This design comes from an exercise in tuning for small area on the open sky130 flow, not from production work.
The RTL was checked by simulation tests, not by an equivalence proof against the original design.
In every run shown here, the design's own scripts or RTL, not TritonCTS, make the clock network.
The flow treats the clock pin as an ideal source. Dropping or thinning the clock tree relies on that and would not hold on a real chip.
Power and IR drop assume default switching activity.

==> flow/run.sh <==
#!/bin/bash
# Layout flow: the standard ORFS flow (standard.sh), with these changes,
# which only affect which cells make up the layout:
#  - synthesis maps the logic with an area-oriented ABC script (abc_area.script
#    here: deep AIG optimisation, then area mapping) instead of ORFS's
#    delay-oriented one with up-sizing. The synthesis is run four times, with
#    four random seeds for the AIG optimisation, each in its own ORFS work
#    folder (orfs_<seed>); the run with the smallest cell area is kept and the
#    layout continues from it in orfs/;
#  - Yosys's full/half-adder extraction is skipped (ADDER_MAP_FILE empty), so
#    ABC sees the counters as plain logic;
#  - the port buffers are the smallest buffer, sky130_fd_sc_hd__buf_1;
#  - the clock step builds the clock network with clock_buffer.tcl here (three
#    clock buffers driven by the clock port, each driving a third of the
#    registers) in place of ORFS's clock tree synthesis; the rest of that step
#    (legalisation, timing repair) is ORFS's.
# Everything else (synthesis script, floorplan, power grid, tap cells,
# placement, routing) is ORFS's, run through standard.sh. Each tool's output
# is in the ORFS logs of orfs/ (and orfs_<seed>/ for the synthesis runs);
# synth_<seed>.log and flow.log hold what the make runs print.
set -euo pipefail
W=$PWD
SEEDS="1 2 3 4"
for s in $SEEDS; do
  rm -rf "$W/scripts_$s" "$W/orfs_$s"
  cp -r "$FLOW_HOME/scripts" "$W/scripts_$s"
  sed "s/@SEED@/$s/" "$W/flow/abc_area.script" > "$W/scripts_$s/abc_area.script"
  sed -i "s|^log_cmd clock_tree_synthesis {\*}\$cts_args\$|source $W/flow/clock_buffer.tcl|" \
    "$W/scripts_$s/cts.tcl"
  grep -q "clock_buffer.tcl" "$W/scripts_$s/cts.tcl"
done
pids=""
for s in $SEEDS; do
  bash standard.sh WORK_HOME="$W/orfs_$s" SCRIPTS_DIR="$W/scripts_$s" ABC_AREA=1 \
    ADDER_MAP_FILE= synth > "$W/synth_$s.log" 2>&1 &
  pids="$pids $!"
done
for p in $pids; do wait "$p"; done
best=""
best_area=""
for s in $SEEDS; do
  a=$(grep "Chip area for module" "$W/orfs_$s/reports/sky130hd/LCDDisplay/base/synth_stat.txt" | awk '{print $NF}')
  echo "seed $s: synthesis cell area $a" | tee -a "$W/seeds.log"
  if [[ -z "$best" ]] || awk -v a="$a" -v b="$best_area" 'BEGIN { exit !(a < b) }'; then
    best=$s
    best_area=$a
  fi
done
echo "kept seed $best" | tee -a "$W/seeds.log"
rm -rf "$W/orfs"
cp -a "$W/orfs_$best" "$W/orfs"
bash standard.sh SCRIPTS_DIR="$W/scripts_$best" ABC_AREA=1 ADDER_MAP_FILE= \
  "BUFFER_PORTS_ARGS=-buffer_cell sky130_fd_sc_hd__buf_1" \
  finish > "$W/flow.log" 2>&1
==> flow/abc_area.script <==
strash
&get -n
&deepsyn -T 300 -S @SEED@
&put
dch -f
map -a
topo
==> flow/clock_buffer.tcl <==
# Clock distribution for this small design, in place of a clock tree: the
# registers are split by position into three groups of about the same size,
# and one sky130_fd_sc_hd__buf_6, driven by the clock port, drives the clock
# pins of each group. Each buffer is placed at the centre of its group;
# detailed placement then legalises it.
set groups 3
set block [ord::get_db_block]
set clk_net [[$block findBTerm Clk] getNet]
set master [[ord::get_db] findMaster sky130_fd_sc_hd__buf_6]
set sinks {}
foreach it [$clk_net getITerms] {
  lassign [[$it getInst] getLocation] x y
  lappend sinks [list $x $y $it]
}
set sinks [lsort -integer -index 0 $sinks]
set n [llength $sinks]
for {set g 0} {$g < $groups} {incr g} {
  set buf [odb::dbInst_create $block $master clkbuf_$g]
  set net [odb::dbNet_create $block clknet_$g]
  $net setSigType CLOCK
  set from [expr {$g * $n / $groups}]
  set to [expr {($g + 1) * $n / $groups - 1}]
  set sx 0
  set sy 0
  foreach s [lrange $sinks $from $to] {
    lassign $s x y it
    set sx [expr {$sx + $x}]
    set sy [expr {$sy + $y}]
    $it disconnect
    $it connect $net
  }
  set k [expr {$to - $from + 1}]
  [$buf findITerm A] connect $clk_net
  [$buf findITerm X] connect $net
  $buf setLocation [expr {$sx / $k}] [expr {$sy / $k}]
  $buf setPlacementStatus PLACED
  puts "clock_buffer: clkbuf_$g drives $k clock pins"
}
set_propagated_clock [all_clocks]
==> standard.sh <==
#!/bin/bash
# synth_recipe.tcl (not shown) runs the flow's synth.tcl, then flattens the netlist and writes it again
# the make line also repeats each setting of config.mk as NAME=value (left out here)
make -C /OpenROAD-flow-scripts/flow DESIGN_CONFIG=/design/flow/config.mk WORK_HOME=/design/flow/orfs CLKGATE_MAP_FILE= SYNTH_SCRIPT=/design/flow/synth_recipe.tcl "${@:-finish}"
==> config.mk <==
export PLATFORM = sky130hd
export DESIGN_NAME = LCDDisplay
export DESIGN_NICKNAME = LCDDisplay
export VERILOG_FILES = /design/flow/design.v
export SDC_FILE = /design/flow/constraint.sdc
export NUM_CORES = 4
export LEC_CHECK = 0
export CAP_MARGIN = 20
export CORE_MARGIN = 2
export CORE_UTILIZATION = 40
export SLEW_MARGIN = 20
==> constraint.sdc <==
create_clock -name core_clock -period 10.0 [get_ports {Clk}]
set_input_delay 2.0000 -clock core_clock [delete_from_list [all_inputs] [get_ports {Clk}]]
set_output_delay 2.0000 -clock core_clock [all_outputs]
set_load 0.01 [all_outputs]
==> design.v <==
`timescale 1ns / 1ns
module Bin2BCD(Clk, Load, Binary, FixOnes, FixTens, FixHund, Ring);
   input Clk;
   input Load;
   input [11:0] Binary;
   input FixOnes, FixTens, FixHund;
   output reg [11:0] Ring;
   function [3:0] fix;
      input [3:0] d;
      input Add;
      begin
         fix[3] = d[3] | Add;
         fix[2] = (~Add & d[2]) | (Add & d[3] & d[0]);
         fix[1] = (~Add & d[1]) | (Add & ((d[2] & d[1] & d[0]) | (d[3] & ~d[0])));
         fix[0] = (~Add & d[0]) | (Add & ~d[0] & (d[3] | (d[2] & d[1])));
      end
   endfunction
   wire [3:0] Ones = {Ring[1:0], Ring[11:10]};
   wire [3:0] Tens = Ring[5:2];
   wire [2:0] Hund = Ring[8:6];
   wire AddOnes = FixOnes & (Ones[3] | (Ones[2] & (Ones[1] | Ones[0])));
   wire AddTens = FixTens & (Tens[3] | (Tens[2] & (Tens[1] | Tens[0])));
   wire [3:0] NewOnes = fix(Ones, AddOnes);
   wire [3:0] NewTens = fix(Tens, AddTens);
   wire HundFive = FixHund & Hund[2] & Hund[0];
   wire [2:0] NewHund = {Hund[2] & ~HundFive, Hund[1], Hund[0] & ~HundFive};
   wire [11:0] Fixed = {NewOnes[1:0], Ring[9], NewHund, NewTens, NewOnes[3:2]};
   always @(posedge Clk)
      if (Load) Ring <= Binary;
      else Ring <= {Fixed[10:0], Fixed[11]};
endmodule
`timescale 1ns / 1ns
module LcdInterface(Rst, Clk, Go, DispReact, DispTime, First, LCD_Data, LCD_E, LCD_RS, LCD_RW);
   input Clk, Rst;
   input Go;
   input DispReact;
   input [9:0] DispTime;
   output First;    
   output reg [11:8] LCD_Data;
   output reg LCD_E, LCD_RS;
   output LCD_RW;
   assign LCD_RW = 1'b0;
   reg [4:0] Slot;
   reg [3:0] Phase;
   reg LineReact;
   wire Idle = ~Slot[4] & ~Slot[3];                          
   wire AddrSlot = (Slot == 5'd15);
   wire InitSlot = ~Slot[4] & Slot[3] & ~AddrSlot;          
   wire Ph0 = (Phase == 4'd0);
   wire Ph3 = (Phase == 4'd3);
   wire Ph5 = Phase[2] & ~Phase[1] & Phase[0];
   wire Ph3to6 = ~Phase[3] & (Phase[2] ^ (Phase[1] & Phase[0]));
   wire Ph10 = Phase[3] & Phase[1] & ~Phase[0];
   wire Ph11 = Phase[3] & Phase[1] & Phase[0];
   always @(posedge Clk) begin
      if (Rst) begin
         Slot <= 5'd9;
         Phase <= 4'd1;
      end
      else if (Idle) begin
         if (Go) Slot <= 5'd15;
      end
      else begin
         Phase[0] <= ~Phase[0];
         Phase[1] <= Phase[1] ^ Phase[0];
         Phase[2] <= (Phase[2] ^ (Phase[1] & Phase[0])) & ~Phase[3];
         Phase[3] <= (Phase[3] & ~(Phase[1] & Phase[0])) | (Phase[2] & Phase[1] & Phase[0]);
         if (Ph11) Slot <= Slot + 5'd1;
      end
   end
   assign First = ~Slot[4] & ~Slot[2] & ~Slot[1] & Slot[0] & (Phase == 4'd1);    
   wire Load = AddrSlot & Ph0;
   wire Convert = AddrSlot & LineReact & ~Ph11;
   wire [11:0] Digits;
   Bin2BCD Bin2BCD_0 (Clk, Load, {DispTime[1:0] & {2{~DispReact}}, DispTime},
                      Convert & (Phase[3] | Phase[2] | (Phase[1] & Phase[0])),    
                      Convert & (Phase[3] | (Phase[2] & Phase[1] & Phase[0])),    
                      Convert & Ph10, Digits);
   always @(posedge Clk)
      if (Load) LineReact <= DispReact;
   wire [1:0] LineCode = Digits[3:2];
   localparam [127:0] InitString = "Reaction Timer  ",
                      CheatString = "No Cheating!    ",
                      SlowString = "Too Slow!       ",
                      WaitString = "Wait for LEDs...",
                      ReactionString = "0.000 s         ";
   wire [3:0] Idx = ~Slot[3:0];    
   reg [7:0] Char;
   always @(*) begin
      if (LineReact) begin
         Char = ReactionString[{Idx, 3'b000} +: 8];
         if (Slot[3:0] == 4'd2) Char[3:0] = Digits[3:0];
         if (Slot[3:0] == 4'd3) Char[3:0] = Digits[11:8];
         if (Slot[3:0] == 4'd4) Char[3:0] = Digits[7:4];
      end
      else case (LineCode)
         2'd0: Char = InitString[{Idx, 3'b000} +: 8];
         2'd1: Char = CheatString[{Idx, 3'b000} +: 8];
         2'd2: Char = SlowString[{Idx, 3'b000} +: 8];
         default: Char = WaitString[{Idx, 3'b000} +: 8];
      endcase
   end
   always @(*) begin
      LCD_Data = 4'h0;
      LCD_E = 1'b0;
      LCD_RS = 1'b0;
      if (Slot[4]) begin
         LCD_RS = Ph3to6;
         if (Ph3) begin LCD_E = 1'b1; LCD_Data = Char[7:4]; end
         if (Ph5) begin LCD_E = 1'b1; LCD_Data = Char[3:0]; end
      end
      else if (AddrSlot) begin
         if (Ph3) begin LCD_E = 1'b1; LCD_Data = 4'h8; end
         if (Ph5) LCD_E = 1'b1;
      end
      else if (InitSlot) begin
         case (Slot[2:0])
            3'd1: begin    
               LCD_E = (~Phase[0] & (Phase[2] | (Phase[3] & ~Phase[1]))) | Ph11;    
               LCD_Data[9] = Phase[3] | Phase[2] | (Phase[1] & Phase[0]);         
               LCD_Data[8] = Phase[3] ? ~Phase[1] : (Phase[2] | (Phase[1] & Phase[0]));    
            end
            3'd2: begin    
               LCD_E = Phase[0];                                                  
               if (~Phase[3] & ~Phase[2] & ~Phase[1]) LCD_Data = 4'h2;           
               if (Ph3) LCD_Data = 4'h8;
               if (Phase[2] & Phase[1] & Phase[0]) LCD_Data = 4'h6;              
               if (Ph11) LCD_Data = 4'hc;
            end
            3'd3: begin    
               LCD_E = ~Phase[3] & ~Phase[2] & Phase[0];                         
               if (Ph3) LCD_Data = 4'h1;
            end
            default: ;
         endcase
      end
   end
endmodule
`timescale 1ns / 1ns
module LCDDisplay(Clk, Rst, Cheat, Slow, Wait, ReactionTime, LCDUpdate, LCDAck, LCD_Data, LCD_E, LCD_RS, LCD_RW);
   input Clk, Rst;
   input Cheat, Slow, Wait;
   input [9:0] ReactionTime;
   input LCDUpdate;
   output LCDAck;
   output [11:8] LCD_Data;
   output LCD_E, LCD_RS, LCD_RW;
   localparam M_Init = 2'd0, M_Cheat = 2'd1, M_Slow = 2'd2, M_Wait = 2'd3;
   localparam S_Wait = 3'd0,
              S_WaitAck = 3'd1,
              S_LCDAck = 3'd2,
              S_LCDAckAck = 3'd3,
              S_Reaction = {1'b1, M_Init},
              S_Cheat = {1'b1, M_Cheat},
              S_Slow = {1'b1, M_Slow},
              S_WaitString = {1'b1, M_Wait};
   reg [2:0] State;
   reg DispReact;
   reg [9:0] DispTime;
   assign LCDAck = ~State[2] & State[0];
   wire GO = ~State[2] & (State[1] | State[0]);
   wire First;
   LcdInterface LcdInterface_0 (Rst, Clk, GO, DispReact, DispTime, First, LCD_Data, LCD_E, LCD_RS, LCD_RW);
   always @(posedge Clk) begin
      if (Rst)
         State <= S_Wait;
      else if (State[2])    
         State <= S_LCDAck;
      else if (State[1])    
         State <= LCDUpdate ? S_LCDAckAck : S_WaitAck;
      else if (LCDUpdate && !First) begin    
         if (Cheat) State <= S_Cheat;
         else if (Slow) State <= S_Slow;
         else if (Wait) State <= S_WaitString;
         else State <= S_Reaction;
      end
      else
         State <= S_Wait;
   end
   always @(posedge Clk) begin
      if (Rst) begin
         DispReact <= 0;
         DispTime[1:0] <= M_Init;
      end
      else if (State[2]) begin
         DispReact <= (State == S_Reaction);
         DispTime[1:0] <= (State == S_Reaction) ? ReactionTime[1:0] : State[1:0];
      end
   end
   always @(posedge Clk)
      if (State[2]) DispTime[9:2] <= ReactionTime[9:2];
endmodule
==> results of run 1 <==
-- final timing paths --
| check | endpoint | slack [ns] | start |
|---|---|---|---|
| max reg2reg | LcdInterface_0.Bin2BCD_0.Ring[5] | 6.94 | LcdInterface_0.Slot[2] |
| min | LcdInterface_0.LineReact | 0.45 | DispReact |
| min reg2reg | LcdInterface_0.LineReact | 0.45 | DispReact |
| max | LCD_Data[10] | 4.73 | LcdInterface_0.Slot[1] |
-- power breakdown --
| part | internal, W | switching, W |
|---|---|---|
| sequential | 0.000156 | 0.00000652 |
| combinational | 0.0000134 | 0.0000261 |
| clock | 0.0000240 | 0.0000360 |
| total | 0.000193 | 0.0000686 |
-- metrics by stage --
stage / utilization [%] / std cells / area [sq um] / total power, W / hold WS [ns]
after global placement: 44.5 / 397 / 2270 / 0.000205 / 0.425
after global routing: 45.1 / 400 / 2310 / 0.000275 / 0.466
after floorplan: - / 306 / 2110 / 0.000191 / 0.416
after detailed placement: 44.5 / 397 / 2270 / 0.000204 / 0.431
final: 45.1 / 400 / 2310 / 0.000262 / 0.446
after CTS: 45.1 / 400 / 2310 / 0.000265 / 0.454
-- worst reg2reg max path, stage by stage (launching register included) --
cell,delay [ns]
dfxtp_1,0.60
clkinv_1,0.45
nor2_1,0.31
nand2_1,0.16
nor2_1,0.16
nand2_1,0.08
nor3_1,0.23
clkinv_1,0.15
nor2_1,0.18
o21ai_0,0.15
a21oi_1,0.23
nor2_1,0.09
nand2_1,0.07
o211ai_1,0.08
-- flip-flops by register name, indices dropped and copies added (netlist names) --
register,flops
DispTime,10
State,3
LcdInterface_0.Slot,5
LcdInterface_0.Phase,4
LcdInterface_0.Bin2BCD_0.Ring,12
LcdInterface_0.LineReact,1
DispReact,1
-- layer usage --
layer	global-route usage (%)	routed length, um
met3	3.20	535
met1	27.9	2720
met4	6.55	215
met5	0	0
met2	33.6	2760
-- synthesized netlist by cell type --
cell type  count
dfxtp_1       27
o21ai_0       28
a211oi_1       3
o221ai_1       1
a21oi_1       31
nor4_1         3
o311a_2        1
nor2_1        53
xor2_1         1
o31ai_1        1
o22ai_1       14
conb_1         1
a32oi_1        1
or4_2          1
a221oi_1       3
o211ai_1       5
nor3_1        17
o32ai_1        2
buf_4          1
or2_2          1
a31oi_1        3
nand2_1       28
o41ai_1        1
o2111ai_1      1
o21a_1         2
nand3_1        7
clkinv_1      54
xnor2_1        1
a22oi_1        3
nand4_1        2
edfxtp_1       9
-- cell type report --
type | instances | area [sq um] | area share [%]
plain buffers | 3 | 33.8 | 1.47
inverters | 54 | 203 | 8.79
multi-input cells | 215 | 1090 | 47.2
flip-flops and latches | 36 | 811 | 35.2
well taps | 70 | 87.6 | 3.80
repair buffers | 22 | 82.6 | 3.58
-- kinds of logic (layout without fill, tap and decap cells) --
group,after synthesis,after routing,share of synthesized area [%]
other,1,1,0.178
buffers and inverters,55,79,9.96
AO/OA/AOI/OAI,100,100,28.3
flip-flops,36,36,38.4
AND/OR/NAND/NOR,112,112,22.3
XOR/XNOR,2,2,0.831
==> qor.yml, run 1 <==
holdBufCountCts: 0
hpwl_um: 4820
fin_nets: 348
postCtsSetupBuffers: 0
maxSlewViolCount: 0
ir_worst_vdd_uv: 113
drv_cap: 0
reg2reg_depth: 13
clock_skew_ns: 0.0193
path_cells: "clkinv_1 -> nor2_1 -> nand2_1 -> clkinv_1 -> o21ai_0 -> o21ai_0 -> a21oi_1 -> o21ai_0 -> a22oi_1 -> a221oi_1 -> o22ai_1 -> or2_2 -> a31oi_1 -> nor2_1 -> a21oi_1 -> buf_1"
antenna_found_initial: 0
relSlewSlack_pct: 62.1
drive_gt1_share_pct: 1.82
synth_top_area_share_pct: 25.6
hold_path_depth: 0
crit_path_max_incr_delay_ns: 0.52
synth_nets: 322
ys_top_cells_by_area: "dfxtp_1 26%, edfxtp_1 13%, clkinv_1 9.6%, nor2_1 9.4%, a21oi_1 7.4%"
crit_buf_inv: 3
critPathSlowestCell: "dfxtp_1"
cp.depth: 16
ant_nets: 0
io_pins: 24
diodes: 0
final_cell_mix: "54 x clkinv_1, 53 x nor2_1, 31 x a21oi_1, 28 x nand2_1, 28 x o21ai_0"
syn_to_final_growth_pct: 9.31
rows: 26
critical_path_class: "flip-flop to primary output"
postSynthAreaPerCell_sq_um: 6.89
p_leak_nw: 0.770
ys_seq_area_share_pct: 38.4
clkTransAtPathRegs_ns: 0.09
rsz0062_at_grt: "false"
drt_iter0_markers: 337
synth_cells: 306
drc: 0
routed-via-count: 2313
layout_commonest_cell: "clkinv_1"
routabilityCongestion: 0.971
fin_crit_ns: 5.27
fillCellCount: 558
wl_um: 6230
cp-start-kind: "flip-flop"
path_max_fanout: 12
drt_pass1_iterations: 5
coreArea_sq_mm: 0.00511
grt_max_degree: 15
clk_latency_ns: 0.12
die_area_sq_mm: 0.00587
period_share_pct: 52.7
cp.arrival_ns: 3.27
syn_area_sq_mm: 0.00211
layout_setup_ws_ns: 4.73
worstMarginPinSlew_ns: 0.568
port_buffers: 22
synth_warnings: 3
grt_overflow: 0
endpoint_kind: "primary output"
yosys.area.top_type: "dfxtp_1"
wl_per_cell_um: 15.6
cp_top_family: "compound AO/OA/AOI/OAI gates"
start_util_pct: 41.3
die_width_um: 76.6
via_per_inst: 5.78
fmax_ghz: 0.190
worstPathRequired_ns: 8.00
grt_first_pass_wirelength_um: 10000
final_hold_viol_count: 0
power_density_mw_per_mm2: 114
outcome: "timing/DRC/antenna clean"
hp-class: "flip-flop to flip-flop"
yosys_register_bits: 36
crit_top_cell: "o21ai_0"
dp_slack_ns: 4.93
grt.total_usage_pct: 20.6
ctsResizeCount: 0
fp.dieH_um: 76.6
synth_cell_types: 31
setup-tns-final_ns: 0
grt_pass1_vias: 2105
setup_viol: 0
==> run 2, diff against run 1 <==
--- a/design.v
+++ b/design.v
@@ -74,5 +74,5 @@
    wire [11:0] Digits;
    Bin2BCD Bin2BCD_0 (Clk, Load, {DispTime[1:0] & {2{~DispReact}}, DispTime},
-                      Convert & (Phase[3] | Phase[2] | (Phase[1] & Phase[0])),    
+                      Convert & (Phase[3] | Phase[2]),                         
                       Convert & (Phase[3] | (Phase[2] & Phase[1] & Phase[0])),    
                       Convert & Ph10, Digits);
==> run 2 against run 1 <==
  * Still clean on timing, DRC and antenna
  * Global-route usage increased by 1.8 points
  * Flip-flop and latch count unchanged
  * Area after synthesis rose by 0.53%
  * Clock skew is 0.0010 ns higher
  * Register-to-register slack lost 0.80 ns
  * Cell area rose by 0.81%
  * Sequential share of layout area decreased by 0.28 points
  * Sequential power barely moved
==> qor.yml, run 2 <==
start_util_pct: 41.5
reg_top3: "LcdInterface_0.Bin2BCD_0.Ring: 12 flops, DispTime: 10 flops, LcdInterface_0.Slot: 5 flops"
drive_gt1_share_pct: 1.51
drt_pass1_iterations: 5
synth_nets: 323
synth_warnings: 3
postSynthAreaPerCell_sq_um: 6.91
setup_viol: 0
grt_pass1_vias: 2177
diodes: 0
largest_reg_flops: 12
yosys_register_bits: 36
p_leak_nw: 0.753
grt_max_degree: 19
wl_um: 6680
fin_crit_ns: 5.53
r2r_slack_ns: 6.14
synthSimpleGateAreaFrac_pct: 23.1
reg2reg_to: "LcdInterface_0.Bin2BCD_0.Ring[11]"
antenna_found_initial: 0
final_hold_viol_count: 0
holdBufCountCts: 0
grt_overflow: 0
syn_to_final_growth_pct: 9.62
yosys-mux-area-fraction_pct: 0
hp-class: "flip-flop to flip-flop"
relSlewSlack_pct: 33.0
worstPathRequired_ns: 8.00
synth_cell_types: 30
reg2reg_depth: 11
ant_nets: 0
clk_latency_ns: 0.13
fmax_ghz: 0.181
ir_worst_vdd_uv: 109
endpoint_kind: "primary output"
io_pins: 24
grt_first_pass_wirelength_um: 10900
yosys.area.top_type: "dfxtp_1"
synth-async-reset-ratio_pct: 0
ys_top_cells_by_area: "dfxtp_1 25%, edfxtp_1 13%, nor2_1 12%, clkinv_1 9.0%, a21oi_1 7.6%"
drv_cap: 0
cp.arrival_ns: 3.53
synthXorXnorAreaFrac_pct: 1.24
rsz0062_at_grt: "false"
syn_area_sq_mm: 0.00212
wl_per_cell_um: 16.6
path_max_fanout: 12
synth_top_area_share_pct: 25.5
layout_setup_ws_ns: 4.47
layout_commonest_cell: "nor2_1"
outcome: "timing/DRC/antenna clean"
die_area_sq_mm: 0.00590
drt_iter0_markers: 368
rows: 26
period_share_pct: 55.3
critical_path_class: "flip-flop to primary output"
final_cell_mix: "68 x nor2_1, 51 x clkinv_1, 32 x a21oi_1, 27 x dfxtp_1, 25 x nand2_1"
coreArea_sq_mm: 0.00511
synthAdderAreaFrac_pct: 0
dp_slack_ns: 4.79
clock_skew_ns: 0.0204
regMostFlops: "LcdInterface_0.Bin2BCD_0.Ring"
holdPathEnd: "LcdInterface_0.LineReact"
die_width_um: 76.8
synth-compound-area-share_pct: 27.9
ctsResizeCount: 0
maxSlewViolCount: 0
ys_seq_area_share_pct: 38.2
hpwl_um: 5190
synth_cells: 307
cp-start-kind: "flip-flop"
fp.dieH_um: 76.8
hold_path_depth: 0
drc: 0
fin_nets: 350
via_per_inst: 5.88
port_buffers: 22
setup-tns-final_ns: 0
synth_top_family_by_area: "compound AO/OA/AOI/OAI gates"
clkTransAtPathRegs_ns: 0.10
postCtsSetupBuffers: 0
yosys.cell_count.top_type: "nor2_1"
synth_edf_count: 9
regToRegStartpoint: "LcdInterface_0.Slot[1]"
ys_top_cells_by_count: "68 x nor2_1, 51 x clkinv_1, 32 x a21oi_1"
hold_start: "DispReact"
power_density_mw_per_mm2: 108
synth_flop_cell: "dfxtp_1"
routabilityCongestion: 0.947
worstMarginPinSlew_ns: 0.980
grt.total_usage_pct: 22.4
routed-via-count: 2365
[run 2: cell families after synthesis]
kind of cell	after synthesis
and+or+nand+nor	120
AOI/OAI and AO/OA	95
buffers and inverters	52
DFF	36
xor gates and xnor gates	3
other	1
[run 2: stage by stage]
stage	hold slack, ns	utilization [%]	instance area, sq um	power (W)	std cells
final	0.453	45.5	2320	0.000252	402
after global placement	0.429	44.9	2290	0.000192	399
after CTS	0.457	45.5	2320	0.000254	402
after floorplan	0.416	-	2120	0.000181	307
after detailed placement	0.434	44.9	2290	0.000192	399
after global routing	0.475	45.5	2320	0.000263	402
[run 2: worst max-delay path by stage]
stage                            from           end  slack (ns)  depth (start not counted)
2_1_floorplan  LcdInterface_0.Slot[1]   LCD_Data[9]        5.49                         10
3_3_place_gp   LcdInterface_0.Slot[1]  LCD_Data[10]        4.76                         12
3_5_place_dp   LcdInterface_0.Slot[1]  LCD_Data[10]        4.79                         12
4_1_cts        LcdInterface_0.Slot[1]  LCD_Data[10]        4.61                         12
5_1_grt        LcdInterface_0.Slot[1]  LCD_Data[10]        4.21                         12
6_report       LcdInterface_0.Slot[1]  LCD_Data[10]        4.47                         12
[run 2: final cells by class]
class | instances | area (sq um)
flip-flops and latches | 36 | 811
multi-input cells | 219 | 1110
repair buffers | 23 | 90.1
fillers | 562 | 2780
well taps | 70 | 87.6
plain buffers | 3 | 33.8
inverters | 51 | 191
[run 2: report_power, final]
group	internal, W	total (W)	switching, W
Combinational	0.00000977	0.0000290	0.0000193
Sequential	0.000155	0.000161	0.00000557
Clock	0.0000240	0.0000625	0.0000384
Total	0.000189	0.000252	0.0000633
[run 2: routing by layer]
layer,vias up,track usage (%),part of all wire (%)
met5,-,0,0
met4,0,8.18,3.8
met3,20,1.65,7.0
met2,129,37.5,46
met1,1073,30.3,43
li1,1143,-,-
[run 2: critical path: stages (launching register included)]
cell,delay [ns]
dfxtp_1,0.60
clkinv_1,0.34
nor2_1,0.44
clkinv_1,0.36
nor4_1,0.43
nand2_1,0.14
nand2_1,0.08
nor4_1,0.06
o22ai_1,0.15
o2111ai_1,0.15
o41ai_1,0.33
o211ai_1,0.16
buf_1,0.16

==> what the ideal ports hide <==
The flow's constraints put no driver on any port. The routed layouts listed below were extracted and timed again, unchanged, in two steps. Step 1 assumes that a clkbuf_16 drives the clock port and a buf_2 every other input. Step 2 also shifts input and output timing later by t, the mid clock arrival at the registers, as if the neighbouring blocks saw the same clock. Three values: no drivers, after step 1, after step 2; two values: the first two.
| run | t (ns) | slack for setup (ns) | hold WS [ns] | worst setup path at the end | worst slew at a driven data input, ns |
|---|---|---|---|---|---|
| run 1 | 0.161 | 4.729 / 4.683 / 4.843 | 0.446 / 0.446 / 0.446 | register to output | 0.03 |
| run 2 | 0.161 | 4.466 / 4.422 / 4.583 | 0.453 / 0.453 / 0.453 | register to output | 0.03 |
After both steps every run listed still meets setup and hold.
